This design comes from an exercise in tuning for small area and a short achievable clock period on the open sky130 flow, not from production work.
At most, simulation tests tie the RTL to the original design; equivalence was not proved.
Function not checked in runs 2 and 3: the RTL went through the layout flow alone.

==> flow/design.v, too long to show whole: its modules and the start of the top module <==
// module recip_x2_lut: 20 lines
// module float_recip: 172 lines
// module mul_a: 539 lines
// module mul_c: 1021 lines
// module booth_enc: 13 lines
// module rfa: 6 lines
// module rha: 6 lines
// module rbp: 7 lines
// module rbp_sel: 5 lines
// module rbp_seln: 5 lines
// module rbp_inv: 5 lines
module float_recip(clk,rst,i_cip,i_sj,i_vstart,i_vector_length,i_v0,i_v1,i_v2,i_v3,i_v4,i_v5,i_v6,i_v7,o_result, o_busy);
  // ...
==> flow/flow/run.sh <==
#!/bin/bash
set -euo pipefail
bash standard.sh SETUP_SLACK_MARGIN=6.85 "BUFFER_PORTS_ARGS=-buffer_cell sky130_fd_sc_hd__buf_2" finish > standard_flow.log 2>&1
==> flow/standard.sh <==
#!/bin/bash
# synth_recipe.tcl (not shown) runs the flow's synth.tcl, then flattens the netlist and writes it again
# the make line also repeats each setting of config.mk as NAME=value (left out here)
make -C /OpenROAD-flow-scripts/flow DESIGN_CONFIG=/design/flow/config.mk WORK_HOME=/design/flow/orfs CLKGATE_MAP_FILE= SYNTH_SCRIPT=/design/flow/synth_recipe.tcl "${@:-finish}"
==> flow/config.mk <==
export PLATFORM = sky130hd
export DESIGN_NAME = float_recip
export DESIGN_NICKNAME = float_recip
export VERILOG_FILES = /design/flow/design.v
export SDC_FILE = /design/flow/constraint.sdc
export NUM_CORES = 4
export LEC_CHECK = 0
export CAP_MARGIN = 20
export CORE_MARGIN = 2
export CORE_UTILIZATION = 55
export CTS_CLUSTER_DIAMETER = 120
export CTS_CLUSTER_SIZE = 24
export PLACE_DENSITY = 0.7
export SLEW_MARGIN = 20
export SYNTH_HIERARCHICAL = 1
export SYNTH_MINIMUM_KEEP_SIZE = 0
==> flow/constraint.sdc <==
create_clock -name core_clock -period 10.0 [get_ports {clk}]
set_input_delay 2.0000 -clock core_clock [delete_from_list [all_inputs] [get_ports {clk}]]
set_output_delay 2.0000 -clock core_clock [all_outputs]
set_load 0.01 [all_outputs]
==> results.toml, run 1 <==
[run_status]
status = "complete, no violations"

[cts]
cts_resized = 93
clockBufferDepth = 3

[setup_path]
r2r_setup_slack_ns = 6.87
cp-startpoint = "two8[1]"
reg2reg_depth = 6
max_stage_delay_ns = 0.64
crit_type = "reg2reg"

[routing]
route.detailed.wl_per_inst_um = 23.6
wl_met3_mm = 10.9

[global_routing]
grt.overflow.total = 0

[place]
dp.cells = 5080
gp_congestion = 0.999

[final_layout]
final_util_pct = 60.4
nets = 5196
largest_reg_flops = 64
buffer_area_share_pct = 6.18
n_all_buffers = 457
num-multi-input-gates = 2719
multi_input_area_um2 = 25500

[timing]
skew_ns = 0.0261
fin_crit_ns = 3.13
holdWs_ns = 0.312
worstMarginPinSlew_ns = 1.09
finalCritPeriodShare_pct = 31.3

[floorplan]
dieArea_um2 = 81400
==> module float_recip, before the edit <==
module float_recip(clk,rst,i_cip,i_sj,i_vstart,i_vector_length,i_v0,i_v1,i_v2,i_v3,i_v4,i_v5,i_v6,i_v7,o_result, o_busy);
input  wire clk;         
input  wire rst;
input  wire [15:0] i_cip;     
input  wire i_vstart;
input  wire [6:0] i_vector_length;
input wire [63:0] i_v0;
input wire [63:0] i_v1;
input wire [63:0] i_v2;
input wire [63:0] i_v3;
input wire [63:0] i_v4;
input wire [63:0] i_v5;
input wire [63:0] i_v6;
input wire [63:0] i_v7;
input  wire [63:0] i_sj;
output reg [63:0] o_result;
output wire       o_busy;
reg  [7:0] reservation_time;
reg        busy;         
reg  [7:0] vsel;         
always @(posedge clk)
   if (rst)
      reservation_time <= 8'd0;
   else if (i_vstart)
      reservation_time <= {1'b0, i_vector_length} + 8'd4;    
   else if (reservation_time != 8'd0)
      reservation_time <= reservation_time - 8'd1;
wire busy_next = ~rst & (i_vstart | (reservation_time[7:1] != 7'd0));
always @(posedge clk)
begin
   busy <= busy_next;
   if (i_vstart)
      vsel <= busy_next ? (8'd1 << i_cip[5:3]) : 8'd0;
   else
      vsel <= busy_next ? vsel : 8'd0;
end
assign o_busy = busy;
wire [31:0] src = ({32{~busy}}   & i_sj[63:32]) |
                  ({32{vsel[0]}} & i_v0[63:32]) |
                  ({32{vsel[1]}} & i_v1[63:32]) |
                  ({32{vsel[2]}} & i_v2[63:32]) |
                  ({32{vsel[3]}} & i_v3[63:32]) |
                  ({32{vsel[4]}} & i_v4[63:32]) |
                  ({32{vsel[5]}} & i_v5[63:32]) |
                  ({32{vsel[6]}} & i_v6[63:32]) |
                  ({32{vsel[7]}} & i_v7[63:32]);
reg        s0;
reg [14:0] e0;
reg [15:0] d0;
always @(posedge clk)
begin
   s0 <= src[31];
   e0 <= src[30:16];
   d0 <= src[15:0];
end
reg        s1;
reg [14:0] e1;
reg        h1;
always @(posedge clk)
begin
   s1 <= s0;
   e1 <= e0;
   h1 <= (d0[15:8] == 8'h80);
end
wire [14:0] ek1 = h1 ? (e1[14] ? 15'd3 : 15'h7fff) : (e1[14] ? 15'd2 : 15'd0);
wire [8:0]  elo1 = {1'b0, ~e1[7:0]} + {1'b0, ek1[7:0]};
reg        s2;
reg [7:0]  elo2;
reg        ec2;          
reg [6:0]  ehi2;         
reg        em2;          
always @(posedge clk)
begin
   s2   <= s1;
   elo2 <= elo1[7:0];
   ec2  <= elo1[8];
   ehi2 <= ~e1[14:8];
   em2  <= ek1[14];
end
wire [6:0] ehi = ehi2 + {7{em2}} + {6'd0, ec2};
reg [15:0] se3, se4, se5, se6, se7, se8, se9, se10, se11, se12;    
reg [15:0] d1, d2, d3, d4, d5, d6;
reg [7:0]  d7lo;
reg [15:0] d8;
always @(posedge clk)
begin
   se3  <= {s2, ehi, elo2};
   se4  <= se3;
   se5  <= se4;
   se6  <= se5;
   se7  <= se6;
   se8  <= se7;
   se9  <= se8;
   se10 <= se9;
   se11 <= se10;
   se12 <= se11;
   d1 <= d0;
   d2 <= d1;
   d3 <= d2;
   d4 <= d3;
   d5 <= d4;
   d6 <= d5;
   d7lo <= d6[7:0];
end
reg [15:0] dh7;          
reg [15:0] dl7;          
always @(posedge clk)
begin
   dh7 <= 16'd1 << d6[15:12];
   dl7 <= 16'd1 << d6[11:8];
end
wire [3:0] dh7_bin = {|dh7[15:8], |{dh7[15:12], dh7[7:4]}, |{dh7[15:14], dh7[11:10], dh7[7:6], dh7[3:2]},
                      |{dh7[15], dh7[13], dh7[11], dh7[9], dh7[7], dh7[5], dh7[3], dh7[1]}};
wire [3:0] dl7_bin = {|dl7[15:8], |{dl7[15:12], dl7[7:4]}, |{dl7[15:14], dl7[11:10], dl7[7:6], dl7[3:2]},
                      |{dl7[15], dl7[13], dl7[11], dl7[9], dl7[7], dl7[5], dl7[3], dl7[1]}};
wire [14:0] x2_tab;
recip_x2_lut lut(.h(dh7), .l(dl7), .y(x2_tab));
wire [7:0]  x2_neg, x2_one, x2_two;
booth_enc enc(.yl(x2_tab), .neg(x2_neg), .one(x2_one), .two(x2_two));
reg [6:0]  sg8, neg9, neg10;
reg [7:0]  one8, one9, one10;
reg [7:0]  two8, two9, two10;
reg        half8, half9, half10, half11, half12;
always @(posedge clk)
begin
   d8    <= {dh7_bin, dl7_bin, d7lo};
   sg8   <= ~x2_neg[6:0];
   one8  <= x2_one;
   two8  <= x2_two;
   neg9  <= ~sg8;
   one9  <= one8;
   two9  <= two8;
   neg10 <= neg9;
   one10 <= one9;
   two10 <= two9;
   half8  <= dh7[8] & dl7[0];
   half9  <= half8;
   half10 <= half9;
   half11 <= half10;
   half12 <= half11;
end
wire [32:0] b3_a, b3_b;
mul_a ma(.sg({1'b0, sg8}), .one(one8), .two(two8), .m(d8), .ra(b3_a), .rb(b3_b));
reg  [32:0] b3a_9, b3b_9;
always @(posedge clk)
begin
   b3a_9 <= b3_a;
   b3b_9 <= b3_b;
end
reg  [32:0] b3_10;
always @(posedge clk)
   b3_10 <= b3a_9 + b3b_9;
wire [48:0] p_a, p_b;
mul_c mc(.neg({1'b1, neg10}), .one(one10), .two(two10), .m(b3_10[31:0]), .ra(p_a), .rb(p_b));
reg  [48:0] pa_11, pb_11;
reg  [1:0]  s11, s12;
always @(posedge clk)
begin
   pa_11 <= p_a;
   pb_11 <= p_b;
   s11   <= b3_10[32] ? 2'd0 : b3_10[31] ? 2'd1 : 2'd2;
   s12   <= s11;
end
reg  [48:0] p_12;
always @(posedge clk)
   p_12 <= pa_11 + pb_11;
wire [48:0] c3 = p_12 << s12;
wire [47:0] x3 = (s12 == 2'd0) ? {1'b1, 47'b0} :
                 c3[48] ? c3[48:1] : c3[47] ? c3[47:0] : {c3[46:0], 1'b0};
always @(posedge clk)
   o_result <= half12 ? {se12, 1'b1, 47'b0} : {se12, x3};
endmodule
==> inputs of run 2 (changes only) <==
--- a/flow/design.v
+++ b/flow/design.v
@@ -167,9 +167,11 @@
    b3a_9 <= b3_a;
    b3b_9 <= b3_b;
 end
+wire [32:0] b3_sum;
+cpa33 add_b3(.a(b3a_9), .b(b3b_9), .s(b3_sum));
 reg  [32:0] b3_10;
 always @(posedge clk)
-   b3_10 <= b3a_9 + b3b_9;
+   b3_10 <= b3_sum;
 wire [48:0] p_a, p_b;
 mul_c mc(.neg({1'b1, neg10}), .one(one10), .two(two10), .m(b3_10[31:0]), .ra(p_a), .rb(p_b));
 reg  [48:0] pa_11, pb_11;
@@ -181,9 +183,11 @@
    s11   <= b3_10[32] ? 2'd0 : b3_10[31] ? 2'd1 : 2'd2;
    s12   <= s11;
 end
+wire [48:0] p_sum;
+cpa49 add_p(.a(pa_11), .b(pb_11), .s(p_sum));
 reg  [48:0] p_12;
 always @(posedge clk)
-   p_12 <= pa_11 + pb_11;
+   p_12 <= p_sum;
 wire [48:0] c3 = p_12 << s12;
 wire [47:0] x3 = (s12 == 2'd0) ? {1'b1, 47'b0} :
                  c3[48] ? c3[48:1] : c3[47] ? c3[47:0] : {c3[46:0], 1'b0};
@@ -1750,6 +1754,386 @@
 assign ra = {tc245, tc244, tc243, tc242, tc241, tc240, tc239, tc238, tc237, tc236, tc235, tc234, tc233, tc232, tc231, tc230, tc229, tc228, tc227, tc226, tc225, tc224, tc223, tc222, tc221, tc220, tc219, tc218, tc217, tc216, tc215, tc214, tc213, tc212, tc211, tc210, tc209, tc208, tc207, tc206, tc205, tc204, tc203, tc202, tc201, tc200, ts200, p0_1, sg0};
 assign rb = {1'b1, ts245, ts244, ts243, ts242, ts241, ts240, ts239, ts238, ts237, ts236, ts235, ts234, ts233, ts232, ts231, ts230, ts229, ts228, ts227, ts226, ts225, ts224, ts223, ts222, ts221, ts220, ts219, ts218, ts217, ts216, ts215, ts214, ts213, ts212, ts211, ts210, ts209, ts208, ts207, ts206, ts205, ts204, ts203, ts202, ts201, p1_0, 1'b0, p0_0};
 endmodule
+module cpa33(a, b, s);
+input  wire [32:0] a;
+input  wire [32:0] b;
+output wire [32:0] s;
+wire [32:0] p0 = a ^ b;
+wire [32:0] g0 = a & b;
+wire gk0 = g0[1] | (p0[1] & g0[0]);
+wire gk1 = g0[3] | (p0[3] & g0[2]);
+wire pk1 = p0[3] & p0[2];
+wire gk2 = g0[5] | (p0[5] & g0[4]);
+wire pk2 = p0[5] & p0[4];
+wire gk3 = g0[7] | (p0[7] & g0[6]);
+wire pk3 = p0[7] & p0[6];
+wire gk4 = g0[9] | (p0[9] & g0[8]);
+wire pk4 = p0[9] & p0[8];
+wire gk5 = g0[11] | (p0[11] & g0[10]);
+wire pk5 = p0[11] & p0[10];
+wire gk6 = g0[13] | (p0[13] & g0[12]);
+wire pk6 = p0[13] & p0[12];
+wire gk7 = g0[15] | (p0[15] & g0[14]);
+wire pk7 = p0[15] & p0[14];
+wire gk8 = g0[17] | (p0[17] & g0[16]);
+wire pk8 = p0[17] & p0[16];
+wire gk9 = g0[19] | (p0[19] & g0[18]);
+wire pk9 = p0[19] & p0[18];
+wire gk10 = g0[21] | (p0[21] & g0[20]);
+wire pk10 = p0[21] & p0[20];
+wire gk11 = g0[23] | (p0[23] & g0[22]);
+wire pk11 = p0[23] & p0[22];
+wire gk12 = g0[25] | (p0[25] & g0[24]);
+wire pk12 = p0[25] & p0[24];
+wire gk13 = g0[27] | (p0[27] & g0[26]);
+wire pk13 = p0[27] & p0[26];
+wire gk14 = g0[29] | (p0[29] & g0[28]);
+wire pk14 = p0[29] & p0[28];
+wire gk15 = g0[31] | (p0[31] & g0[30]);
+wire pk15 = p0[31] & p0[30];
+wire gk16 = gk1 | (pk1 & gk0);
+wire gk17 = gk3 | (pk3 & gk2);
+wire pk17 = pk3 & pk2;
+wire gk18 = gk5 | (pk5 & gk4);
+wire pk18 = pk5 & pk4;
+wire gk19 = gk7 | (pk7 & gk6);
+wire pk19 = pk7 & pk6;
+wire gk20 = gk9 | (pk9 & gk8);
+wire pk20 = pk9 & pk8;
+wire gk21 = gk11 | (pk11 & gk10);
+wire pk21 = pk11 & pk10;
+wire gk22 = gk13 | (pk13 & gk12);
+wire pk22 = pk13 & pk12;
+wire gk23 = gk15 | (pk15 & gk14);
+wire pk23 = pk15 & pk14;
+wire gk24 = gk17 | (pk17 & gk16);
+wire gk25 = gk19 | (pk19 & gk18);
+wire pk25 = pk19 & pk18;
+wire gk26 = gk21 | (pk21 & gk20);
+wire pk26 = pk21 & pk20;
+wire gk27 = gk23 | (pk23 & gk22);
+wire pk27 = pk23 & pk22;
+wire gk28 = gk25 | (pk25 & gk24);
+wire gk29 = gk27 | (pk27 & gk26);
+wire pk29 = pk27 & pk26;
+wire gk30 = gk29 | (pk29 & gk28);
+wire gk31 = gk26 | (pk26 & gk28);
+wire pk31 = pk26 & pk25;
+wire gk32 = gk18 | (pk18 & gk24);
+wire pk32 = pk18 & pk17;
+wire gk33 = gk20 | (pk20 & gk28);
+wire pk33 = pk20 & pk25;
+wire gk34 = gk22 | (pk22 & gk31);
+wire pk34 = pk22 & pk31;
+wire gk35 = gk2 | (pk2 & gk16);
+wire pk35 = pk2 & pk1;
+wire gk36 = gk4 | (pk4 & gk24);
+wire pk36 = pk4 & pk17;
+wire gk37 = gk6 | (pk6 & gk32);
+wire pk37 = pk6 & pk32;
+wire gk38 = gk8 | (pk8 & gk28);
+wire pk38 = pk8 & pk25;
+wire gk39 = gk10 | (pk10 & gk33);
+wire pk39 = pk10 & pk33;
+wire gk40 = gk12 | (pk12 & gk31);
+wire pk40 = pk12 & pk31;
+wire gk41 = gk14 | (pk14 & gk34);
+wire pk41 = pk14 & pk34;
+wire gk42 = g0[2] | (p0[2] & gk0);
+wire pk42 = p0[2] & p0[1];
+wire gk43 = g0[4] | (p0[4] & gk16);
+wire pk43 = p0[4] & pk1;
+wire gk44 = g0[6] | (p0[6] & gk35);
+wire pk44 = p0[6] & pk35;
+wire gk45 = g0[8] | (p0[8] & gk24);
+wire pk45 = p0[8] & pk17;
+wire gk46 = g0[10] | (p0[10] & gk36);
+wire pk46 = p0[10] & pk36;
+wire gk47 = g0[12] | (p0[12] & gk32);
+wire pk47 = p0[12] & pk32;
+wire gk48 = g0[14] | (p0[14] & gk37);
+wire pk48 = p0[14] & pk37;
+wire gk49 = g0[16] | (p0[16] & gk28);
+wire pk49 = p0[16] & pk25;
+wire gk50 = g0[18] | (p0[18] & gk38);
+wire pk50 = p0[18] & pk38;
+wire gk51 = g0[20] | (p0[20] & gk33);
+wire pk51 = p0[20] & pk33;
+wire gk52 = g0[22] | (p0[22] & gk39);
+wire pk52 = p0[22] & pk39;
+wire gk53 = g0[24] | (p0[24] & gk31);
+wire pk53 = p0[24] & pk31;
+wire gk54 = g0[26] | (p0[26] & gk40);
+wire pk54 = p0[26] & pk40;
+wire gk55 = g0[28] | (p0[28] & gk34);
+wire pk55 = p0[28] & pk34;
+wire gk56 = g0[30] | (p0[30] & gk41);
+wire pk56 = p0[30] & pk41;
+wire gk57 = g0[32] | (p0[32] & gk30);
+wire pk57 = p0[32] & pk29;
+assign s[0] = p0[0];
+assign s[1] = p0[1] ^ g0[0];
+assign s[2] = p0[2] ^ gk0;
+assign s[3] = p0[3] ^ gk42;
+assign s[4] = p0[4] ^ gk16;
+assign s[5] = p0[5] ^ gk43;
+assign s[6] = p0[6] ^ gk35;
+assign s[7] = p0[7] ^ gk44;
+assign s[8] = p0[8] ^ gk24;
+assign s[9] = p0[9] ^ gk45;
+assign s[10] = p0[10] ^ gk36;
+assign s[11] = p0[11] ^ gk46;
+assign s[12] = p0[12] ^ gk32;
+assign s[13] = p0[13] ^ gk47;
+assign s[14] = p0[14] ^ gk37;
+assign s[15] = p0[15] ^ gk48;
+assign s[16] = p0[16] ^ gk28;
+assign s[17] = p0[17] ^ gk49;
+assign s[18] = p0[18] ^ gk38;
+assign s[19] = p0[19] ^ gk50;
+assign s[20] = p0[20] ^ gk33;
+assign s[21] = p0[21] ^ gk51;
+assign s[22] = p0[22] ^ gk39;
+assign s[23] = p0[23] ^ gk52;
+assign s[24] = p0[24] ^ gk31;
+assign s[25] = p0[25] ^ gk53;
+assign s[26] = p0[26] ^ gk40;
+assign s[27] = p0[27] ^ gk54;
+assign s[28] = p0[28] ^ gk34;
+assign s[29] = p0[29] ^ gk55;
+assign s[30] = p0[30] ^ gk41;
+assign s[31] = p0[31] ^ gk56;
+assign s[32] = p0[32] ^ gk30;
+endmodule
+module cpa49(a, b, s);
+input  wire [48:0] a;
+input  wire [48:0] b;
+output wire [48:0] s;
+wire [48:0] p0 = a ^ b;
+wire [48:0] g0 = a & b;
+wire gk0 = g0[1] | (p0[1] & g0[0]);
+wire gk1 = g0[3] | (p0[3] & g0[2]);
+wire pk1 = p0[3] & p0[2];
+wire gk2 = g0[5] | (p0[5] & g0[4]);
+wire pk2 = p0[5] & p0[4];
+wire gk3 = g0[7] | (p0[7] & g0[6]);
+wire pk3 = p0[7] & p0[6];
+wire gk4 = g0[9] | (p0[9] & g0[8]);
+wire pk4 = p0[9] & p0[8];
+wire gk5 = g0[11] | (p0[11] & g0[10]);
+wire pk5 = p0[11] & p0[10];
+wire gk6 = g0[13] | (p0[13] & g0[12]);
+wire pk6 = p0[13] & p0[12];
+wire gk7 = g0[15] | (p0[15] & g0[14]);
+wire pk7 = p0[15] & p0[14];
+wire gk8 = g0[17] | (p0[17] & g0[16]);
+wire pk8 = p0[17] & p0[16];
+wire gk9 = g0[19] | (p0[19] & g0[18]);
+wire pk9 = p0[19] & p0[18];
+wire gk10 = g0[21] | (p0[21] & g0[20]);
+wire pk10 = p0[21] & p0[20];
+wire gk11 = g0[23] | (p0[23] & g0[22]);
+wire pk11 = p0[23] & p0[22];
+wire gk12 = g0[25] | (p0[25] & g0[24]);
+wire pk12 = p0[25] & p0[24];
+wire gk13 = g0[27] | (p0[27] & g0[26]);
+wire pk13 = p0[27] & p0[26];
+wire gk14 = g0[29] | (p0[29] & g0[28]);
+wire pk14 = p0[29] & p0[28];
+wire gk15 = g0[31] | (p0[31] & g0[30]);
+wire pk15 = p0[31] & p0[30];
+wire gk16 = g0[33] | (p0[33] & g0[32]);
+wire pk16 = p0[33] & p0[32];
+wire gk17 = g0[35] | (p0[35] & g0[34]);
+wire pk17 = p0[35] & p0[34];
+wire gk18 = g0[37] | (p0[37] & g0[36]);
+wire pk18 = p0[37] & p0[36];
+wire gk19 = g0[39] | (p0[39] & g0[38]);
+wire pk19 = p0[39] & p0[38];
+wire gk20 = g0[41] | (p0[41] & g0[40]);
+wire pk20 = p0[41] & p0[40];
+wire gk21 = g0[43] | (p0[43] & g0[42]);
+wire pk21 = p0[43] & p0[42];
+wire gk22 = g0[45] | (p0[45] & g0[44]);
+wire pk22 = p0[45] & p0[44];
+wire gk23 = g0[47] | (p0[47] & g0[46]);
+wire pk23 = p0[47] & p0[46];
+wire gk24 = gk1 | (pk1 & gk0);
+wire gk25 = gk3 | (pk3 & gk2);
+wire pk25 = pk3 & pk2;
+wire gk26 = gk5 | (pk5 & gk4);
+wire pk26 = pk5 & pk4;
+wire gk27 = gk7 | (pk7 & gk6);
+wire pk27 = pk7 & pk6;
+wire gk28 = gk9 | (pk9 & gk8);
+wire pk28 = pk9 & pk8;
+wire gk29 = gk11 | (pk11 & gk10);
+wire pk29 = pk11 & pk10;
+wire gk30 = gk13 | (pk13 & gk12);
+wire pk30 = pk13 & pk12;
+wire gk31 = gk15 | (pk15 & gk14);
+wire pk31 = pk15 & pk14;
+wire gk32 = gk17 | (pk17 & gk16);
+wire pk32 = pk17 & pk16;
+wire gk33 = gk19 | (pk19 & gk18);
+wire pk33 = pk19 & pk18;
+wire gk34 = gk21 | (pk21 & gk20);
+wire pk34 = pk21 & pk20;
+wire gk35 = gk23 | (pk23 & gk22);
+wire pk35 = pk23 & pk22;
+wire gk36 = gk25 | (pk25 & gk24);
+wire gk37 = gk27 | (pk27 & gk26);
+wire pk37 = pk27 & pk26;
+wire gk38 = gk29 | (pk29 & gk28);
+wire pk38 = pk29 & pk28;
+wire gk39 = gk31 | (pk31 & gk30);
+wire pk39 = pk31 & pk30;
+wire gk40 = gk33 | (pk33 & gk32);
+wire pk40 = pk33 & pk32;
+wire gk41 = gk35 | (pk35 & gk34);
+wire pk41 = pk35 & pk34;
+wire gk42 = gk37 | (pk37 & gk36);
+wire gk43 = gk39 | (pk39 & gk38);
+wire pk43 = pk39 & pk38;
+wire gk44 = gk41 | (pk41 & gk40);
+wire pk44 = pk41 & pk40;
+wire gk45 = gk43 | (pk43 & gk42);
+wire gk46 = gk44 | (pk44 & gk45);
+wire pk46 = pk44 & pk43;
+wire gk47 = gk38 | (pk38 & gk42);
+wire pk47 = pk38 & pk37;
+wire gk48 = gk40 | (pk40 & gk45);
+wire pk48 = pk40 & pk43;
+wire gk49 = gk26 | (pk26 & gk36);
+wire pk49 = pk26 & pk25;
+wire gk50 = gk28 | (pk28 & gk42);
+wire pk50 = pk28 & pk37;
+wire gk51 = gk30 | (pk30 & gk47);
+wire pk51 = pk30 & pk47;
+wire gk52 = gk32 | (pk32 & gk45);
+wire pk52 = pk32 & pk43;
+wire gk53 = gk34 | (pk34 & gk48);
+wire pk53 = pk34 & pk48;
+wire gk54 = gk2 | (pk2 & gk24);
+wire pk54 = pk2 & pk1;
+wire gk55 = gk4 | (pk4 & gk36);
+wire pk55 = pk4 & pk25;
+wire gk56 = gk6 | (pk6 & gk49);
+wire pk56 = pk6 & pk49;
+wire gk57 = gk8 | (pk8 & gk42);
+wire pk57 = pk8 & pk37;
+wire gk58 = gk10 | (pk10 & gk50);
+wire pk58 = pk10 & pk50;
+wire gk59 = gk12 | (pk12 & gk47);
+wire pk59 = pk12 & pk47;
+wire gk60 = gk14 | (pk14 & gk51);
+wire pk60 = pk14 & pk51;
+wire gk61 = gk16 | (pk16 & gk45);
+wire pk61 = pk16 & pk43;
+wire gk62 = gk18 | (pk18 & gk52);
+wire pk62 = pk18 & pk52;
+wire gk63 = gk20 | (pk20 & gk48);
+wire pk63 = pk20 & pk48;
+wire gk64 = gk22 | (pk22 & gk53);
+wire pk64 = pk22 & pk53;
+wire gk65 = g0[2] | (p0[2] & gk0);
+wire pk65 = p0[2] & p0[1];
+wire gk66 = g0[4] | (p0[4] & gk24);
+wire pk66 = p0[4] & pk1;
+wire gk67 = g0[6] | (p0[6] & gk54);
+wire pk67 = p0[6] & pk54;
+wire gk68 = g0[8] | (p0[8] & gk36);
+wire pk68 = p0[8] & pk25;
+wire gk69 = g0[10] | (p0[10] & gk55);
+wire pk69 = p0[10] & pk55;
+wire gk70 = g0[12] | (p0[12] & gk49);
+wire pk70 = p0[12] & pk49;
+wire gk71 = g0[14] | (p0[14] & gk56);
+wire pk71 = p0[14] & pk56;
+wire gk72 = g0[16] | (p0[16] & gk42);
+wire pk72 = p0[16] & pk37;
+wire gk73 = g0[18] | (p0[18] & gk57);
+wire pk73 = p0[18] & pk57;
+wire gk74 = g0[20] | (p0[20] & gk50);
+wire pk74 = p0[20] & pk50;
+wire gk75 = g0[22] | (p0[22] & gk58);
+wire pk75 = p0[22] & pk58;
+wire gk76 = g0[24] | (p0[24] & gk47);
+wire pk76 = p0[24] & pk47;
+wire gk77 = g0[26] | (p0[26] & gk59);
+wire pk77 = p0[26] & pk59;
+wire gk78 = g0[28] | (p0[28] & gk51);
+wire pk78 = p0[28] & pk51;
+wire gk79 = g0[30] | (p0[30] & gk60);
+wire pk79 = p0[30] & pk60;
+wire gk80 = g0[32] | (p0[32] & gk45);
+wire pk80 = p0[32] & pk43;
+wire gk81 = g0[34] | (p0[34] & gk61);
+wire pk81 = p0[34] & pk61;
+wire gk82 = g0[36] | (p0[36] & gk52);
+wire pk82 = p0[36] & pk52;
+wire gk83 = g0[38] | (p0[38] & gk62);
+wire pk83 = p0[38] & pk62;
+wire gk84 = g0[40] | (p0[40] & gk48);
+wire pk84 = p0[40] & pk48;
+wire gk85 = g0[42] | (p0[42] & gk63);
+wire pk85 = p0[42] & pk63;
+wire gk86 = g0[44] | (p0[44] & gk53);
+wire pk86 = p0[44] & pk53;
+wire gk87 = g0[46] | (p0[46] & gk64);
+wire pk87 = p0[46] & pk64;
+wire gk88 = g0[48] | (p0[48] & gk46);
+wire pk88 = p0[48] & pk46;
+assign s[0] = p0[0];
+assign s[1] = p0[1] ^ g0[0];
+assign s[2] = p0[2] ^ gk0;
+assign s[3] = p0[3] ^ gk65;
+assign s[4] = p0[4] ^ gk24;
+assign s[5] = p0[5] ^ gk66;
+assign s[6] = p0[6] ^ gk54;
+assign s[7] = p0[7] ^ gk67;
+assign s[8] = p0[8] ^ gk36;
+assign s[9] = p0[9] ^ gk68;
+assign s[10] = p0[10] ^ gk55;
+assign s[11] = p0[11] ^ gk69;
+assign s[12] = p0[12] ^ gk49;
+assign s[13] = p0[13] ^ gk70;
+assign s[14] = p0[14] ^ gk56;
+assign s[15] = p0[15] ^ gk71;
+assign s[16] = p0[16] ^ gk42;
+assign s[17] = p0[17] ^ gk72;
+assign s[18] = p0[18] ^ gk57;
+assign s[19] = p0[19] ^ gk73;
+assign s[20] = p0[20] ^ gk50;
+assign s[21] = p0[21] ^ gk74;
+assign s[22] = p0[22] ^ gk58;
+assign s[23] = p0[23] ^ gk75;
+assign s[24] = p0[24] ^ gk47;
+assign s[25] = p0[25] ^ gk76;
+assign s[26] = p0[26] ^ gk59;
+assign s[27] = p0[27] ^ gk77;
+assign s[28] = p0[28] ^ gk51;
+assign s[29] = p0[29] ^ gk78;
+assign s[30] = p0[30] ^ gk60;
+assign s[31] = p0[31] ^ gk79;
+assign s[32] = p0[32] ^ gk45;
+assign s[33] = p0[33] ^ gk80;
+assign s[34] = p0[34] ^ gk61;
+assign s[35] = p0[35] ^ gk81;
+assign s[36] = p0[36] ^ gk52;
+assign s[37] = p0[37] ^ gk82;
+assign s[38] = p0[38] ^ gk62;
+assign s[39] = p0[39] ^ gk83;
+assign s[40] = p0[40] ^ gk48;
+assign s[41] = p0[41] ^ gk84;
+assign s[42] = p0[42] ^ gk63;
+assign s[43] = p0[43] ^ gk85;
+assign s[44] = p0[44] ^ gk53;
+assign s[45] = p0[45] ^ gk86;
+assign s[46] = p0[46] ^ gk64;
+assign s[47] = p0[47] ^ gk87;
+assign s[48] = p0[48] ^ gk46;
+endmodule
 module booth_enc(yl, neg, one, two);
 input  wire [14:0] yl;
 output wire [7:0] neg;
--- a/flow/config.mk
+++ b/flow/config.mk
@@ -7,10 +7,10 @@
 export LEC_CHECK = 0
 export CAP_MARGIN = 20
 export CORE_MARGIN = 2
-export CORE_UTILIZATION = 55
+export CORE_UTILIZATION = 40
 export CTS_CLUSTER_DIAMETER = 120
 export CTS_CLUSTER_SIZE = 24
-export PLACE_DENSITY = 0.7
+export PLACE_DENSITY = 0.6
 export SLEW_MARGIN = 20
 export SYNTH_HIERARCHICAL = 1
 export SYNTH_MINIMUM_KEEP_SIZE = 0
==> run 2 against run 1 <==
Compared with the run above:
- synthesized area decreased by 1.7%
- synthesized cell count shrank 5.7%
- still clean on timing, DRC and antenna
- count of clock-buffer cells in the layout rose by 1
- final cell count grew 3.4%
- worst setup slack improved by 0.022 ns
- sequential cell count did not move
- worst hold slack better by 0.0046 ns
- largest cell class unchanged
- cell area rose by 0.29%
- sequential share of layout area about the same
==> results.toml, run 2 <==
[setup_path]
cp-end-kind = "output port"
cp_top_family = "flip-flops"
arrival_ns = 1.11
path_buf_inv = 1
path_cells = "buf_6"
critPathRequiredTime_ns = 8.00
crit_slowest_cell = "dfxtp_2"
critPathLaunchType = "flip-flop"
crit_fanout = 2
crit_type = "reg2out"
max_stage_delay_ns = 0.34

[timing]
finalCritPeriodShare_pct = 31.1
rsz0062_at_grt = "true"
slew_violations = 0
setup_viol = 0
skew_ns = 0.0574
max_freq_mhz = 322
worstMarginPinSlew_ns = 1.05
hold_viol = 0
fin_crit_ns = 3.11
setup_ws_ns = 6.89
fin_tns_setup_ns = 0
max_slew_margin_pct = 30.1

[synth]
syn-num-nets = 4836
netlist_instances = 3731
yosysWarnings = 7
synth_area_um2 = 42800
avgSynthCellArea_um2 = 11.5

[routing]
drt_iter0_drc = 2377
wl_mm = 125
first_pass_iters = 8
num_vias = 30671
via_per_inst = 5.72
route.detailed.wl_per_inst_um = 23.2
drc = 0
ant_nets = 0

[final_layout]
num-fill-cells = 9962
nets = 5036
largest-register = "o_result"
layout_commonest_cell = "dfxtp_1"
syn_to_final_growth_pct = 11.2
layout-drive-gt1-share_pct = 19.6
mostFrequentLayoutCells = "dfxtp_1 (672), a22o_1 (372), fa_1 (367)"
largest_reg_flops = 64

[floorplan]
dieArea_um2 = 110000
start_util_pct = 40.2
ioPinCount = 667
core_um2 = 107000
die_h_um = 331
rows = 120
dieWidth_um = 331

[cts]
clockBufferDepth = 3
clk_pin_slew_ns = 0.09
clock-sinks = 784
cts_buffers = 42
insertion_delay_ns = 0.68
cts_tree = "yes"
hold_buffers = 0
h-tree-depth = 2
cts_root_buf = "clkbuf_16"

[global_routing]
grt_start_max_net_pins = 85
grt_pass1_vias = 30901
grt_pass1_wl_mm = 188
grtUsageTotal_pct = 22.1
grt.overflow.total = 0
antenna_found_initial = 25

[place]
pre_cts_ws_ns = 6.48
place.port_buffers = 365
hpwl_mm = 82.9
gp_congestion = 0.947

[worst_hold_path]
hold_class = "reg2reg"

[run_status]
status = "complete, no violations"

[job]
drv_cap = 0
## run 2: per-layer routing
layer / share of wire (%) / GRT usage, %
met5: 0.021 / 0
met1: 38 / 26.7
met4: 5.4 / 11.3
met2: 49 / 37.7
met3: 7.8 / 4.03
## run 2: area by class of cell
type	count	area [um2]	area share, %
Antenna cell	17	42.5	0.0894
Clock inverter	11	198	0.415
Tap cell	1403	1760	3.69
Timing Repair Buffer	471	3280	6.90
Multi-Input combinational cell	2481	24600	51.7
Clock buffer	46	1070	2.24
Inverter	151	567	1.19
Sequential cell	784	16100	33.8
## run 2: what timing repair did
action / CTS / global route
endpoints found under the setup margin: 100 / 83
gates resized for setup: 101 / 72
pin swaps: 2 / 5
setup buffers: 11 / 42
## run 2: final timing paths
kind,startpoint,end,slack [ns],cells past startpoint
worst max-delay path,busy,o_busy,6.89,1
worst min-delay path,d3[4],d4[4],0.32,0
worst min register to register,d3[4],d4[4],0.32,0
worst max register to register,one10[7],pb_11[30],6.90,6
## run 2: stage by stage
stage	hold slack (ns)	instances	instance area [um2]	utilization, %
floorplan	0.309	3731	42800	-
global placement	0.310	5236	44900	42.1
detailed placement	0.312	5237	44900	42.1
CTS	0.319	5305	46600	43.7
global route	0.315	5360	47600	44.6
finish	0.316	5364	47600	44.7
==> inputs of run 3 (changes only) <==
--- a/flow/config.mk
+++ b/flow/config.mk
@@ -7,10 +7,10 @@
 export LEC_CHECK = 0
 export CAP_MARGIN = 20
 export CORE_MARGIN = 2
-export CORE_UTILIZATION = 40
+export CORE_UTILIZATION = 55
 export CTS_CLUSTER_DIAMETER = 120
 export CTS_CLUSTER_SIZE = 24
-export PLACE_DENSITY = 0.6
+export PLACE_DENSITY = 0.7
 export SLEW_MARGIN = 20
 export SYNTH_HIERARCHICAL = 1
 export SYNTH_MINIMUM_KEEP_SIZE = 0
==> run 3 against run 2 <==
Compared with the run above:
- global-route usage grew 6.4 points
- largest cell class unchanged
- first-iteration DRC count grew 18%
- routed wire length shrank 4.1%
==> results.toml, run 3 <==
[run_status]
status = "complete, no violations"

[final_layout]
nets = 5035
num-fill-cells = 6257
largest-register = "o_result"
layout.area.seq_um2 = 16100
largest_reg_flops = 64
fin_area_um2 = 46800
layout-drive-gt1-share_pct = 19.3
mostFrequentLayoutCells = "dfxtp_1 (676), a22o_1 (372), fa_1 (367)"
fin_cells = 4988
syn_to_final_growth_pct = 9.34
layout_commonest_cell = "dfxtp_1"
multi_input_area_um2 = 24600

[setup_path]
crit_fanout = 26
critPathRequiredTime_ns = 10.58
crit_type = "reg2reg"
arrival_ns = 3.73
critPathLaunchType = "flip-flop"
cp-end-kind = "flip-flop"

[place]
hpwl_mm = 79.3
dp.cells = 4869
pre_cts_ws_ns = 6.50
gp_congestion = 0.996
postPlaceCellArea_um2 = 44400
place.port_buffers = 365

[timing]
setup_viol = 0
hold_viol = 0
setup_ws_ns = 6.85
max_slew_margin_pct = 27.2
skew_ns = 0.0516
fin_crit_ns = 3.15
fin_tns_setup_ns = 0
slew_violations = 0
rsz0062_at_grt = "true"
max_freq_mhz = 318
worstMarginPinSlew_ns = 1.09
finalCritPeriodShare_pct = 31.5

[cts]
cts_tree = "yes"
cts_root_buf = "clkbuf_16"
cts_buffers = 40
clock-sinks = 784
clk_pin_slew_ns = 0.09
h-tree-depth = 2
insertion_delay_ns = 0.66
clockBufferDepth = 3
hold_buffers = 0

[floorplan]
start_util_pct = 55.4
dieWidth_um = 283
dieArea_um2 = 80100
rows = 102
core_um2 = 77200
ioPinCount = 667
die_h_um = 283

[global_routing]
grtUsageTotal_pct = 28.5
grt_pass1_vias = 31379
grt_start_max_net_pins = 85
grt.overflow.total = 0
antenna_found_initial = 10
grt_pass1_wl_mm = 180

[routing]
drc = 0
ant_nets = 0
num_vias = 30942
wl_mm = 120
route.detailed.wl_per_inst_um = 24.0
via_per_inst = 6.20
drt_iter0_drc = 2803
first_pass_iters = 6

[synth]
netlist_instances = 3731
avgSynthCellArea_um2 = 11.5
syn-num-nets = 4836
synth_area_um2 = 42800
yosysWarnings = 7

[worst_hold_path]
hold_class = "reg2reg"

[job]
drv_cap = 0
==> run 3: final timing paths <==
path / from / endpoint / slack (ns) / cells after the start
max: dl7[0] / two8[1] / 6.85 / 9
min: two9[6] / two10[6] / 0.31 / 0
max reg2reg: dl7[0] / two8[1] / 6.85 / 9
min reg2reg: two9[6] / two10[6] / 0.31 / 0
==> run 3: what timing repair did <==
| action | 4_1_cts | 5_1_grt |
|---|---|---|
| setup buffers | 5 | 54 |
| pin swaps | 2 | 3 |
| hold endpoints to repair | 0 | 0 |
| gates resized for setup | 93 | 60 |
| setup endpoints to repair | 98 | 66 |
==> run 3: routing by layer <==
layer	routed length (um)	track usage [%]	vias to the layer above
li1	-	-	13687
met1	43700	33.3	15031
met2	58300	49.7	1757
met3	10200	5.09	465
met4	7330	15.8	2
met5	13	0	-
==> run 3: metrics by stage <==
| step | util, % | hold slack [ns] |
|---|---|---|
| 6_report | 60.6 | 0.312 |
| 5_1_grt | 60.6 | 0.300 |
| 4_1_cts | 59.4 | 0.303 |
| 3_5_place_dp | 57.5 | 0.312 |
| 3_3_place_gp | 57.5 | 0.310 |
| 2_1_floorplan | - | 0.309 |
==> run 3: final cells by class <==
class                   instances  share of cell area (%)
diodes                          6                  0.0321
clock buffers                  46                    2.19
clock inverters                 8                   0.323
inverters                     151                    1.21
multi-input cells            2481                    52.5
flip-flops and latches        784                    34.3
well taps                    1040                    2.78
repair buffers                472                    6.64
==> run 3: critical path, cell delays in order, from the launching register on <==
cell and delay, ns:
dfxtp_1 0.30, buf_4 0.23, or3_1 0.70, o41ai_2 0.47, nand4_1 0.24, a2111oi_0 0.51
nand4_1 0.17, buf_4 0.21, nand3b_1 0.16, o21ai_1 0.07
==> inputs of run 4 (changes only) <==
--- a/flow/design.v
+++ b/flow/design.v
@@ -37,7 +37,7 @@
 output wire       o_busy;
 reg  [7:0] reservation_time;
 reg        busy;         
-reg  [7:0] vsel;         
+reg  [2:0] cur_j;        
 always @(posedge clk)
    if (rst)
       reservation_time <= 8'd0;
@@ -45,15 +45,12 @@
       reservation_time <= {1'b0, i_vector_length} + 8'd4;    
    else if (reservation_time != 8'd0)
       reservation_time <= reservation_time - 8'd1;
-wire busy_next = ~rst & (i_vstart | (reservation_time[7:1] != 7'd0));
 always @(posedge clk)
-begin
-   busy <= busy_next;
+   busy <= ~rst & (i_vstart | (reservation_time[7:1] != 7'd0));
+always @(posedge clk)
    if (i_vstart)
-      vsel <= busy_next ? (8'd1 << i_cip[5:3]) : 8'd0;
-   else
-      vsel <= busy_next ? vsel : 8'd0;
-end
+      cur_j <= i_cip[5:3];
+wire [7:0] vsel = busy ? (8'd1 << cur_j) : 8'd0;
 assign o_busy = busy;
 wire [31:0] src = ({32{~busy}}   & i_sj[63:32]) |
                   ({32{vsel[0]}} & i_v0[63:32]) |
--- a/flow/config.mk
+++ b/flow/config.mk
@@ -7,10 +7,10 @@
 export LEC_CHECK = 0
 export CAP_MARGIN = 20
 export CORE_MARGIN = 2
-export CORE_UTILIZATION = 55
+export CORE_UTILIZATION = 40
 export CTS_CLUSTER_DIAMETER = 120
 export CTS_CLUSTER_SIZE = 24
-export PLACE_DENSITY = 0.7
+export PLACE_DENSITY = 0.6
 export SLEW_MARGIN = 20
 export SYNTH_HIERARCHICAL = 1
 export SYNTH_MINIMUM_KEEP_SIZE = 0
==> run 4 against run 3 <==
Compared with the run above:
- cell area up 1.5%
- non-clock buffer count decreased by 2
- clock skew shrank 0.0040 ns
- routed wire length up 8.3%
- count of clock-buffer cells in the layout decreased by 2
- die area rose by 37%
- maximum frequency fell by 3.8%
- via count hardly changed
- first-iteration DRC count shrank 4.6%
==> results.toml, run 4 <==
[cts]
clk_pin_slew_ns = 0.10
cts_buffers = 40
insertion_delay_ns = 0.66
clock-sinks = 779
h-tree-depth = 2
cts_root_buf = "clkbuf_16"
cts_tree = "yes"
hold_buffers = 0
clockBufferDepth = 3

[routing]
ant_nets = 0
num_vias = 30969
drc = 0
route.detailed.wl_per_inst_um = 24.0
first_pass_iters = 6
drt_iter0_drc = 2674
wl_mm = 130
via_per_inst = 5.74

[setup_path]
crit_fanout = 2
arrival_ns = 1.27
cp-end-kind = "output port"
r2r_setup_slack_ns = 6.91
crit_type = "reg2out"
critPathRequiredTime_ns = 8.00
critPathLaunchType = "flip-flop"

[final_layout]
largest_reg_flops = 64
mostFrequentLayoutCells = "dfxtp_1 (683), a22o_1 (370), fa_1 (368)"
largest-register = "o_result"
layout_commonest_cell = "dfxtp_1"
fin_area_um2 = 47500
nets = 5073
syn_to_final_growth_pct = 10.8
layout-drive-gt1-share_pct = 19.4

[global_routing]
grt.overflow.total = 0
antenna_found_initial = 39
grt_pass1_vias = 31636
grt_pass1_wl_mm = 195
grt_start_max_net_pins = 85
grtUsageTotal_pct = 22.8

[timing]
finalCritPeriodShare_pct = 32.7
worstMarginPinSlew_ns = 1.15
max_freq_mhz = 305
fin_tns_setup_ns = 0
fin_crit_ns = 3.27
skew_ns = 0.0476
slew_violations = 0
hold_viol = 0
rsz0062_at_grt = "true"
max_slew_margin_pct = 23.1
setup_viol = 0

[worst_hold_path]
hold_class = "reg2reg"

[floorplan]
dieArea_um2 = 110000
dieWidth_um = 331
start_util_pct = 40.2
die_h_um = 331
rows = 120
ioPinCount = 667
core_um2 = 107000

[place]
gp_congestion = 0.965
place.port_buffers = 365
hpwl_mm = 87.0
postPlaceCellArea_um2 = 44900

[synth]
avgSynthCellArea_um2 = 11.4
synth_area_um2 = 42900
netlist_instances = 3768
yosysWarnings = 7
syn-num-nets = 4876

[run_status]
status = "complete, no violations"

[job]
drv_cap = 0
[run 4: stage by stage]
stage / setup WS [ns] / hold WS [ns] / util, % / std cells
after floorplan: 6.86 / 0.309 / - / 3768
final: 6.73 / 0.296 / 44.5 / 5395
after CTS: 6.68 / 0.295 / 43.6 / 5329
after detailed placement: 6.48 / 0.312 / 42.1 / 5263
after global routing: 6.69 / 0.327 / 44.5 / 5393
after global placement: 6.51 / 0.310 / 42.1 / 5263
[run 4: cell type report]
cell class	count	area [um2]
diodes	15	37.5
clock buffers	44	1020
clock inverters	10	200
fillers	9984	59200
inverters	154	578
multi-input cells	2520	24800
flip-flops and latches	779	15900
well taps	1403	1760
repair buffers	470	3170
[run 4: worst max-delay path, stage by stage (launching register included)]
cell and delay, ns:
dfxtp_4 0.36, buf_12 0.14, buf_6 0.12
[run 4: path summary, 6_finish.rpt]
check	endpoint	start	depth (start not counted)
setup / recovery	o_busy	busy	2
hold / removal	d3[6]	d2[6]	0
setup reg to reg	pb_11[35]	neg10[3]	6
hold reg to reg	d3[6]	d2[6]	0
[run 4: layer usage]
metal / global-route usage, % / routed length [um]
met1: 26.1 / 47700
met2: 40.2 / 63800
met3: 3.61 / 9810
met4: 13.2 / 8140
met5: 0 / 22
[run 4: timing repair]
item / 4_1_cts / 5_1_grt
endpoints found under the setup margin: 89 / 77
resized for setup: 89 / 62
cloned: 1 / 0
endpoints found under the hold margin: 0 / 0
buffers inserted: 11 / 51
pin swaps: 2 / 4
==> inputs of run 5 (changes only) <==
--- a/flow/config.mk
+++ b/flow/config.mk
@@ -7,10 +7,10 @@
 export LEC_CHECK = 0
 export CAP_MARGIN = 20
 export CORE_MARGIN = 2
-export CORE_UTILIZATION = 40
+export CORE_UTILIZATION = 65
 export CTS_CLUSTER_DIAMETER = 120
 export CTS_CLUSTER_SIZE = 24
-export PLACE_DENSITY = 0.6
+export PLACE_DENSITY = 0.78
 export SLEW_MARGIN = 20
 export SYNTH_HIERARCHICAL = 1
 export SYNTH_MINIMUM_KEEP_SIZE = 0
==> run 5 against run 4 <==
Compared with the run above:
- highest routed layer unchanged
- still clean on timing, DRC and antenna
- via count is 2.4% higher
- maximum frequency is 3.2% higher
- critical path type unchanged
- routed wire length is 3.3% lower
- global-route usage is 13 points higher
- non-clock buffer count is 15 lower
- cell area is 2.2% lower
- synthesized cell count stayed put
- worst setup slack better by 0.10 ns
- core utilization is 26 points higher
==> results.toml, run 5 <==
[timing]
fin_crit_ns = 3.17
fin_tns_setup_ns = 0
hold_viol = 0
setup_viol = 0
skew_ns = 0.0350
rsz0062_at_grt = "true"
finalCritPeriodShare_pct = 31.7
worstMarginPinSlew_ns = 1.06
slew_violations = 0
max_freq_mhz = 315
max_slew_margin_pct = 28.8

[worst_hold_path]
hold_class = "reg2reg"

[run_status]
status = "complete, no violations"

[synth]
synth_area_um2 = 42900
yosysWarnings = 7
netlist_instances = 3768
syn-num-nets = 4876
avgSynthCellArea_um2 = 11.4

[place]
place.port_buffers = 365
gp_congestion = 1.00
hpwl_mm = 82.1

[cts]
h-tree-depth = 2
cts_tree = "yes"
insertion_delay_ns = 0.61
clk_pin_slew_ns = 0.09
clockBufferDepth = 3
cts_root_buf = "clkbuf_16"
cts_buffers = 39
clock-sinks = 779

[global_routing]
grt_pass1_vias = 32264
antenna_found_initial = 5
grt_pass1_wl_mm = 185
grtUsageTotal_pct = 35.3
grt_start_max_net_pins = 85
grt.overflow.total = 0

[job]
drv_cap = 0

[routing]
drt_iter0_drc = 3822
route.detailed.wl_per_inst_um = 26.0
first_pass_iters = 9
via_per_inst = 6.57
wl_mm = 125
ant_nets = 0
num_vias = 31699
drc = 0

[floorplan]
ioPinCount = 667
die_h_um = 261
dieWidth_um = 261
dieArea_um2 = 68100
start_util_pct = 65.5
rows = 94
core_um2 = 65500

[final_layout]
largest_reg_flops = 64
largest-register = "o_result"
layout_commonest_cell = "dfxtp_1"
mostFrequentLayoutCells = "dfxtp_1 (684), a22o_1 (370), fa_1 (366)"
num-fill-cells = 4629
layout-drive-gt1-share_pct = 19.0
syn_to_final_growth_pct = 8.32
nets = 5057

[setup_path]
cp-end-kind = "output port"
crit_type = "reg2out"
critPathRequiredTime_ns = 8.00
arrival_ns = 1.17
critPathLaunchType = "flip-flop"
crit_fanout = 2
[run 5: area by class of cell]
class,instances,area (um2),share of cell area (%)
Timing Repair Buffer,455,2980,6.42
Sequential cell,779,15900,34.2
Clock inverter,6,67.6,0.145
Tap cell,864,1080,2.33
Inverter,154,578,1.24
Multi-Input combinational cell,2520,24900,53.5
Clock buffer,43,991,2.13
Antenna cell,5,12.5,0.0269
[run 5: worst max-delay path, stage by stage, from the launching register on]
cell and delay (ns):
dfxtp_4 0.36, buf_12 0.12, buf_6 0.11
[run 5: through the flow]
step	hold WS, ns	area (um2)	setup slack, ns	util, %	cells
floorplan	0.309	42900	6.86	-	3768
global placement	0.309	44200	6.54	67.5	4721
detailed placement	0.312	44200	6.49	67.5	4721
CTS	0.312	45600	6.75	69.6	4779
global route	0.312	46500	6.76	70.9	4823
finish	0.309	46500	6.83	70.9	4826
[run 5: per-layer routing]
| layer | share of wire [%] | vias up | track usage (%) | wire length (um) |
|---|---|---|---|---|
| li1 | - | 13756 | - | - |
| met1 | 35 | 15263 | 40.7 | 43700 |
| met2 | 48 | 2099 | 59.7 | 59800 |
| met3 | 9.8 | 579 | 7.81 | 12300 |
| met4 | 7.5 | 2 | 22.0 | 9390 |
| met5 | 0.010 | - | 0 | 13 |
[run 5: path summary, 6_finish.rpt]
kind / from / endpoint / slack (ns) / depth (start not counted)
worst max register to register: neg10[1] / pb_11[14] / 6.84 / 8
worst min-delay path: d3[11] / d4[11] / 0.31 / 0
worst min register to register: d3[11] / d4[11] / 0.31 / 0
worst max-delay path: busy / o_busy / 6.83 / 2
[run 5: repair_timing]
item | 4_1_cts | 5_1_grt
setup endpoints to repair | 87 | 71
hold buffers | 0 | 0
cloned | 1 | 0
setup buffers | 8 | 42
gates resized for setup | 90 | 47
pin swaps | 1 | 6
==> inputs of run 6 (changes only) <==
--- a/flow/config.mk
+++ b/flow/config.mk
@@ -7,10 +7,10 @@
 export LEC_CHECK = 0
 export CAP_MARGIN = 20
 export CORE_MARGIN = 2
-export CORE_UTILIZATION = 65
+export CORE_UTILIZATION = 55
 export CTS_CLUSTER_DIAMETER = 120
 export CTS_CLUSTER_SIZE = 24
-export PLACE_DENSITY = 0.78
+export PLACE_DENSITY = 0.7
 export SLEW_MARGIN = 20
 export SYNTH_HIERARCHICAL = 1
 export SYNTH_MINIMUM_KEEP_SIZE = 0
==> run 6 against run 5 <==
Compared with the run above:
- die area is 18% higher
- non-clock buffer count decreased by 3
- critical path depth up 5
- final cell count rose by 3.8%
- sequential share of layout area down 0.17 points
- clock skew grew 0.038 ns
- via count decreased by 2.2%
- global-route usage fell by 5.7 points
- register-to-register slack better by 0.04 ns
- synthesized cell count unchanged
==> results.toml, run 6 <==
[global_routing]
grt_util_met1_pct = 33.6
grt_pass1_vias = 31127
grtUsageTotal_pct = 29.6
grt.overflow.total = 0
antenna_found_initial = 35
use_met3_pct = 5.21
grt_use_met2_pct = 51.4
grt_pass1_wl_mm = 185
grt_start_max_net_pins = 85
top_usage_layer = "met2"

[run_status]
status = "complete, no violations"

[setup_path]
critPathLaunchType = "flip-flop"
crit_type = "reg2reg"
arrival_ns = 3.64
crit_fanout = 17
cp-end-kind = "flip-flop"
critPathRequiredTime_ns = 10.51

[cts]
cts_buffers = 38
h-tree-depth = 2
cts_root_buf = "clkbuf_16"
insertion_delay_ns = 0.64
cts_tree = "yes"
clk_pin_slew_ns = 0.10
clockBufferDepth = 3
clock-sinks = 779

[timing]
fin_crit_ns = 3.12
fin_tns_setup_ns = 0
finalCritPeriodShare_pct = 31.2
slew_violations = 0
rsz0062_at_grt = "true"
setup_ws_ns = 6.88
worstMarginPinSlew_ns = 1.04
skew_ns = 0.0733
setup_viol = 0
max_freq_mhz = 320
max_slew_margin_pct = 30.5
hold_viol = 0

[routing]
drt_iter0_drc = 3037
drc = 0
ant_nets = 0
first_pass_iters = 7
via_per_inst = 6.19
num_vias = 30988
wl_mm = 124
route.detailed.wl_per_inst_um = 24.8

[floorplan]
rows = 102
start_util_pct = 55.5
dieWidth_um = 283
dieArea_um2 = 80200
ioPinCount = 667
die_h_um = 283
core_um2 = 77300

[final_layout]
largest-register = "o_result"
multi_input_area_um2 = 24800
fin_area_um2 = 46600
mostFrequentLayoutCells = "dfxtp_1 (687), a22o_1 (370), fa_1 (369)"
fin_cells = 5009
syn_to_final_growth_pct = 8.59
layout_commonest_cell = "dfxtp_1"
nets = 5053
largest_reg_flops = 64
layout-drive-gt1-share_pct = 18.7
num-fill-cells = 6411
layout.area.seq_um2 = 15800

[synth]
avgSynthCellArea_um2 = 11.4
yosysWarnings = 7
synth_area_um2 = 42900
syn-num-nets = 4876
netlist_instances = 3768

[place]
pre_cts_ws_ns = 6.54
postPlaceCellArea_um2 = 44500
hpwl_mm = 85.9
dp.cells = 4903
place.port_buffers = 365
gp_congestion = 0.972

[worst_hold_path]
hold_class = "reg2reg"

[job]
drv_cap = 0
run 6: cell count changes in the layout (fill, tap and decap cells not counted), sizes merged:
cell and change:
diode +10, inv -3, clkbuf +3, bufbuf -1, buf -3, clkinv +1
run 6: path summary, 6_finish.rpt:
kind	from	endpoint	slack, ns	depth (start not counted)
min	se3[4]	se4[4]	0.30	0
max	one10[4]	pb_11[36]	6.88	7
min reg2reg	se3[4]	se4[4]	0.30	0
max reg2reg	one10[4]	pb_11[36]	6.88	7
run 6: layout make-up:
cell class              instances  share of cell area, %
diodes                         15                 0.0806
clock buffers                  45                   2.10
clock inverters                 4                  0.196
inverters                     154                   1.24
multi-input cells            2520                   53.3
flip-flops and latches        779                   34.0
well taps                    1040                   2.79
repair buffers                452                   6.29
run 6: per-layer routing:
layer,up-vias,wire [um]
li1,13746,-
met1,14973,44400
met2,1732,61200
met3,537,9760
met4,0,9000
met5,-,0
run 6: critical path: stages, from the launching register on:
cell     delay (ns)
dfxtp_4        0.55
buf_16         0.22
a22o_1         0.17
xor2_1         0.20
fa_1           0.49
fa_1           0.44
fa_1           0.52
fa_1           0.41
run 6: what timing repair did:
item	4_1_cts	5_1_grt
pin swaps	2	2
setup buffers	4	38
hold buffers	0	0
setup endpoints to repair	82	75
gates resized for setup	72	39
run 6: metrics by stage:
stage          utilization [%]  hold slack, ns
2_1_floorplan                -           0.309
3_3_place_gp              57.5           0.309
3_5_place_dp              57.5           0.312
4_1_cts                   59.1           0.308
5_1_grt                   60.2           0.308
6_report                  60.2           0.303
==> inputs of run 7 (changes only) <==
==> flow/flow/run.sh (replaced) <==
#!/bin/bash
set -euo pipefail
bash standard.sh SETUP_SLACK_MARGIN=7.0 TNS_END_PERCENT=0 "BUFFER_PORTS_ARGS=-buffer_cell sky130_fd_sc_hd__buf_2" finish > standard_flow.log 2>&1
==> run 7 against run 6 <==
Compared with the run above:
- critical path type is now reg2out
- worst hold slack got worse by 0.0065 ns
- synthesized area did not move
- highest routed layer is now met5
- global-route usage increased by 0.92 points
==> results.toml, run 7 <==
[setup_path]
reg2reg_depth = 7
path_buf_inv = 1
path_cells = "buf_6"
cp_top_family = "flip-flops"
arrival_ns = 1.09
path_depth = 1
critPathLaunchType = "flip-flop"
max_stage_delay_ns = 0.36
crit_slowest_cell = "dfxtp_2"
crit_type = "reg2out"
cp-end-kind = "output port"
critPathRequiredTime_ns = 8.00
crit_fanout = 2

[cts]
clk_pin_slew_ns = 0.09
cts_root_buf = "clkbuf_16"
h-tree-depth = 2
clock-sinks = 779
insertion_delay_ns = 0.64
clockBufferDepth = 3
cts_tree = "yes"
hold_buffers = 0
cts_buffers = 40

[timing]
finalCritPeriodShare_pct = 30.9
fin_tns_setup_ns = 0
max_freq_mhz = 323
max_slew_margin_pct = 26.5
holdWs_ns = 0.296
fin_crit_ns = 3.09
skew_ns = 0.0490
slew_violations = 0
worstMarginPinSlew_ns = 1.10
setup_viol = 0
rsz0062_at_grt = "true"
hold_viol = 0

[synth]
netlist_instances = 3768
syn-num-nets = 4876
avgSynthCellArea_um2 = 11.4
synth_area_um2 = 42900
yosysWarnings = 7

[final_layout]
mostFrequentLayoutCells = "dfxtp_1 (673), a22o_1 (370), fa_1 (367)"
largest_reg_flops = 64
layout_commonest_cell = "dfxtp_1"
nets = 5065
fin_cells = 5020
layout-drive-gt1-share_pct = 19.6
syn_to_final_growth_pct = 9.41
largest-register = "o_result"
num-fill-cells = 6294

[place]
gp_congestion = 1.01
hpwl_mm = 87.0
dp.cells = 4897
place.port_buffers = 365

[global_routing]
grt_pass1_wl_mm = 189
grt_start_max_net_pins = 85
grt.overflow.total = 0
grt_pass1_vias = 31586
antenna_found_initial = 34
grtUsageTotal_pct = 30.5

[routing]
drc = 0
ant_nets = 0
drt_iter0_drc = 3037
via_per_inst = 6.22
route.detailed.wl_per_inst_um = 25.3
num_vias = 31206
first_pass_iters = 7
wl_mm = 127

[floorplan]
core_um2 = 77300
rows = 102
die_h_um = 283
dieWidth_um = 283
dieArea_um2 = 80200
start_util_pct = 55.5
ioPinCount = 667

[job]
drv_cap = 0

[run_status]
status = "complete, no violations"

[worst_hold_path]
whs_path_depth = 0
hold_class = "reg2reg"
## run 7: layout make-up
| type | instances | area [um2] | area share, % |
|---|---|---|---|
| Clock buffer | 46 | 1030 | 2.20 |
| Timing Repair Buffer | 462 | 3020 | 6.43 |
| Sequential cell | 779 | 15900 | 33.9 |
| Multi-Input combinational cell | 2520 | 24900 | 53.1 |
| Antenna cell | 12 | 30.0 | 0.0640 |
| Clock inverter | 7 | 159 | 0.339 |
| Tap cell | 1040 | 1300 | 2.77 |
| Inverter | 154 | 578 | 1.23 |
## run 7: worst reg2reg max path: stages, from the launching register on
cell,delay [ns]
dfxtp_4,0.42
buf_6,0.17
a22o_1,0.24
xor2_1,0.16
fa_1,0.53
fa_1,0.45
fa_2,0.60
fa_1,0.41
## run 7: repair_timing
| action | in CTS | in global routing |
|---|---|---|
| cloned | 0 | 0 |
| buffers inserted | 9 | 49 |
| pin swaps | 1 | 4 |
| gates resized for setup | 71 | 51 |
| endpoints found under the hold margin | 0 | 0 |
| setup endpoints to repair | 175 | 185 |
## run 7: final timing paths
kind              slack, ns  startpoint         to
hold / removal         0.30     one9[4]   one10[4]
hold reg to reg        0.30     one9[4]   one10[4]
setup / recovery       6.91        busy     o_busy
setup reg to reg       6.91    one10[2]  pb_11[31]
## run 7: per-layer routing
metal  global-route usage [%]  up-vias  wire length, um
li1                         -    13769                -
met1                     34.4    15102            45000
met2                     53.7     1759            62200
met3                     5.61      574            10400
met4                     18.2        2             9590
met5                        0        -               13
## run 7: per-stage QoR
step	cell area [um2]	utilization [%]	setup slack, ns
3_5_place_dp	44500	57.5	6.58
5_1_grt	46900	60.7	6.84
6_report	46900	60.7	6.91
4_1_cts	46000	59.5	6.87
2_1_floorplan	43000	-	6.95
3_3_place_gp	44500	57.5	6.55
==> inputs of run 8 (changes only) <==
==> flow/flow/run.sh (replaced) <==
#!/bin/bash
set -euo pipefail
bash standard.sh SETUP_SLACK_MARGIN=6.95 "BUFFER_PORTS_ARGS=-buffer_cell sky130_fd_sc_hd__buf_2" finish > standard_flow.log 2>&1
==> run 8 against run 7 <==
Compared with the run above:
- core utilization up 1.2 points
- clock skew is essentially flat
- die area stayed put
- maximum frequency is 0.15% higher
- critical path depth stayed put
- count of clock-buffer cells in the layout did not move
- highest routed layer unchanged
- first-iteration DRC count grew 0.53%
- synthesized cell count unchanged
==> results.toml, run 8 <==
[setup_path]
critPathRequiredTime_ns = 8.00
crit_type = "reg2out"
cp-end-kind = "output port"
path_buf_inv = 1
crit_slowest_cell = "dfxtp_2"
cp_top_family = "flip-flops"
max_stage_delay_ns = 0.36
crit_fanout = 1
path_cells = "buf_6"
rr_startpoint = "one10[0]"
critPathLaunchType = "flip-flop"
arrival_ns = 1.09
cp-startpoint = "o_result[48]"

[cts]
clk_pin_slew_ns = 0.09
cts_buffers = 40
cts_root_buf = "clkbuf_16"
clock-sinks = 779
cts_tree = "yes"
insertion_delay_ns = 0.64
h-tree-depth = 2
hold_buffers = 0
clockBufferDepth = 3

[job]
drv_cap = 0

[timing]
finalCritPeriodShare_pct = 30.9
max_freq_mhz = 324
fin_tns_setup_ns = 0
rsz0062_at_grt = "true"
fin_crit_ns = 3.09
max_slew_margin_pct = 29.8
setup_viol = 0
slew_violations = 0
hold_viol = 0
worstMarginPinSlew_ns = 1.05
skew_ns = 0.0490

[routing]
num_vias = 31546
wl_mm = 129
first_pass_iters = 8
drc = 0
via_per_inst = 6.22
ant_nets = 0
route.detailed.wl_per_inst_um = 25.5
drt_iter0_drc = 3053

[synth]
yosysWarnings = 7
synth_area_um2 = 42900
netlist_instances = 3768
syn-num-nets = 4876
avgSynthCellArea_um2 = 11.4

[floorplan]
core_um2 = 77300
start_util_pct = 55.5
ioPinCount = 667
dieWidth_um = 283
dieArea_um2 = 80200
rows = 102
die_h_um = 283

[final_layout]
num-fill-cells = 6165
largest_reg_flops = 64
layout.area.seq_um2 = 16000
nets = 5113
layout-drive-gt1-share_pct = 22.3
layout_commonest_cell = "dfxtp_1"
fin_area_um2 = 47900
largest-register = "o_result"
final_util_pct = 61.9
syn_to_final_growth_pct = 11.6
mostFrequentLayoutCells = "dfxtp_1 (660), a22o_1 (369), buf_2 (348)"
multi_input_area_um2 = 25200
fin_cells = 5070

[run_status]
status = "complete, no violations"

[place]
dp.cells = 4897
gp_congestion = 1.01
postPlaceCellArea_um2 = 44500
hpwl_mm = 87.0
place.port_buffers = 365

[global_routing]
grtUsageTotal_pct = 31.2
grt_pass1_wl_mm = 193
grt_pass1_vias = 31994
grt.overflow.total = 0
antenna_found_initial = 34
grt_start_max_net_pins = 85

[worst_hold_path]
min_from = "one9[4]"
hold_class = "reg2reg"
run 8: repair_timing:
action / CTS / global route
hold endpoints to repair: 0 / 0
buffers inserted: 41 / 65
setup endpoints to repair: 162 / 159
resized for setup: 99 / 134
pin swaps: 2 / 29
run 8: layout make-up:
cell class                      count  area share, %
Multi-Input combinational cell   2520           52.5
Tap cell                         1040           2.72
Antenna cell                       14         0.0732
Inverter                          154           1.21
Clock inverter                      7          0.332
Clock buffer                       46           2.16
Timing Repair Buffer              510           7.61
Sequential cell                   779           33.4
run 8: worst register-to-register path, cell delays in order (launching register included):
cell and delay (ns):
dfxtp_4 0.42, buf_4 0.17, a22o_1 0.23, xor2_1 0.19
fa_1 0.49, fa_1 0.46, fa_2 0.60, fa_1 0.41
run 8: worst paths after layout:
kind	cells past startpoint	slack, ns	to
hold reg to reg	0	0.29	one10[4]
setup / recovery	1	6.91	o_result[48]
setup reg to reg	7	6.92	pb_11[31]
hold / removal	0	0.29	one10[4]
run 8: through the flow:
step                      worst slack [ns]  hold WS (ns)
after global routing                  6.85         0.305
after detailed placement              6.58         0.312
final                                 6.91         0.291
after CTS                             6.87         0.292
after floorplan                       6.95         0.309
after global placement                6.55         0.309
run 8: per-layer routing:
| metal | global-route usage (%) | wire length [um] |
|---|---|---|
| met5 | 0 | 13 |
| met4 | 20.0 | 10000 |
| met3 | 6.27 | 11300 |
| met2 | 54.4 | 63200 |
| met1 | 34.8 | 44800 |

## port drivers added, routing unchanged
Ports are ideal in the flow. The routed layouts listed here were re-timed in OpenROAD.
Step 1 sets driving cells, clkbuf_16 on the clock port and buf_2 on the other inputs (assumed; they add their load-dependent delay and slew).
Step 2 times the ports against the registers' clock, not the clock port: input delays grow and output delays shrink by t, the midpoint of the rising clock arrivals with the driver on.
Three values: no drivers, after step 1, after step 2; two values: the first two.
run	shift t [ns]	slack for setup (ns)	worst setup path after step 2
run 1	0.690	6.869 / 6.835 / 6.869	register to register
run 2	0.714	6.892 / 6.827 / 6.828	input to register
run 3	0.707	6.852 / 6.813 / 6.852	register to register
run 4	0.704	6.727 / 6.657 / 6.570	input to register
run 5	0.661	6.829 / 6.757 / 6.732	input to register
run 6	0.675	6.876 / 6.825 / 6.684	input to register
run 7	0.681	6.908 / 6.835 / 6.608	input to register
run 8	0.674	6.913 / 6.848 / 6.547	input to register
After both steps setup and hold are still met in every run listed. For run 8, which loses most, drivers alone change the setup slack by -0.065 ns; drivers and shift together by -0.366 ns.
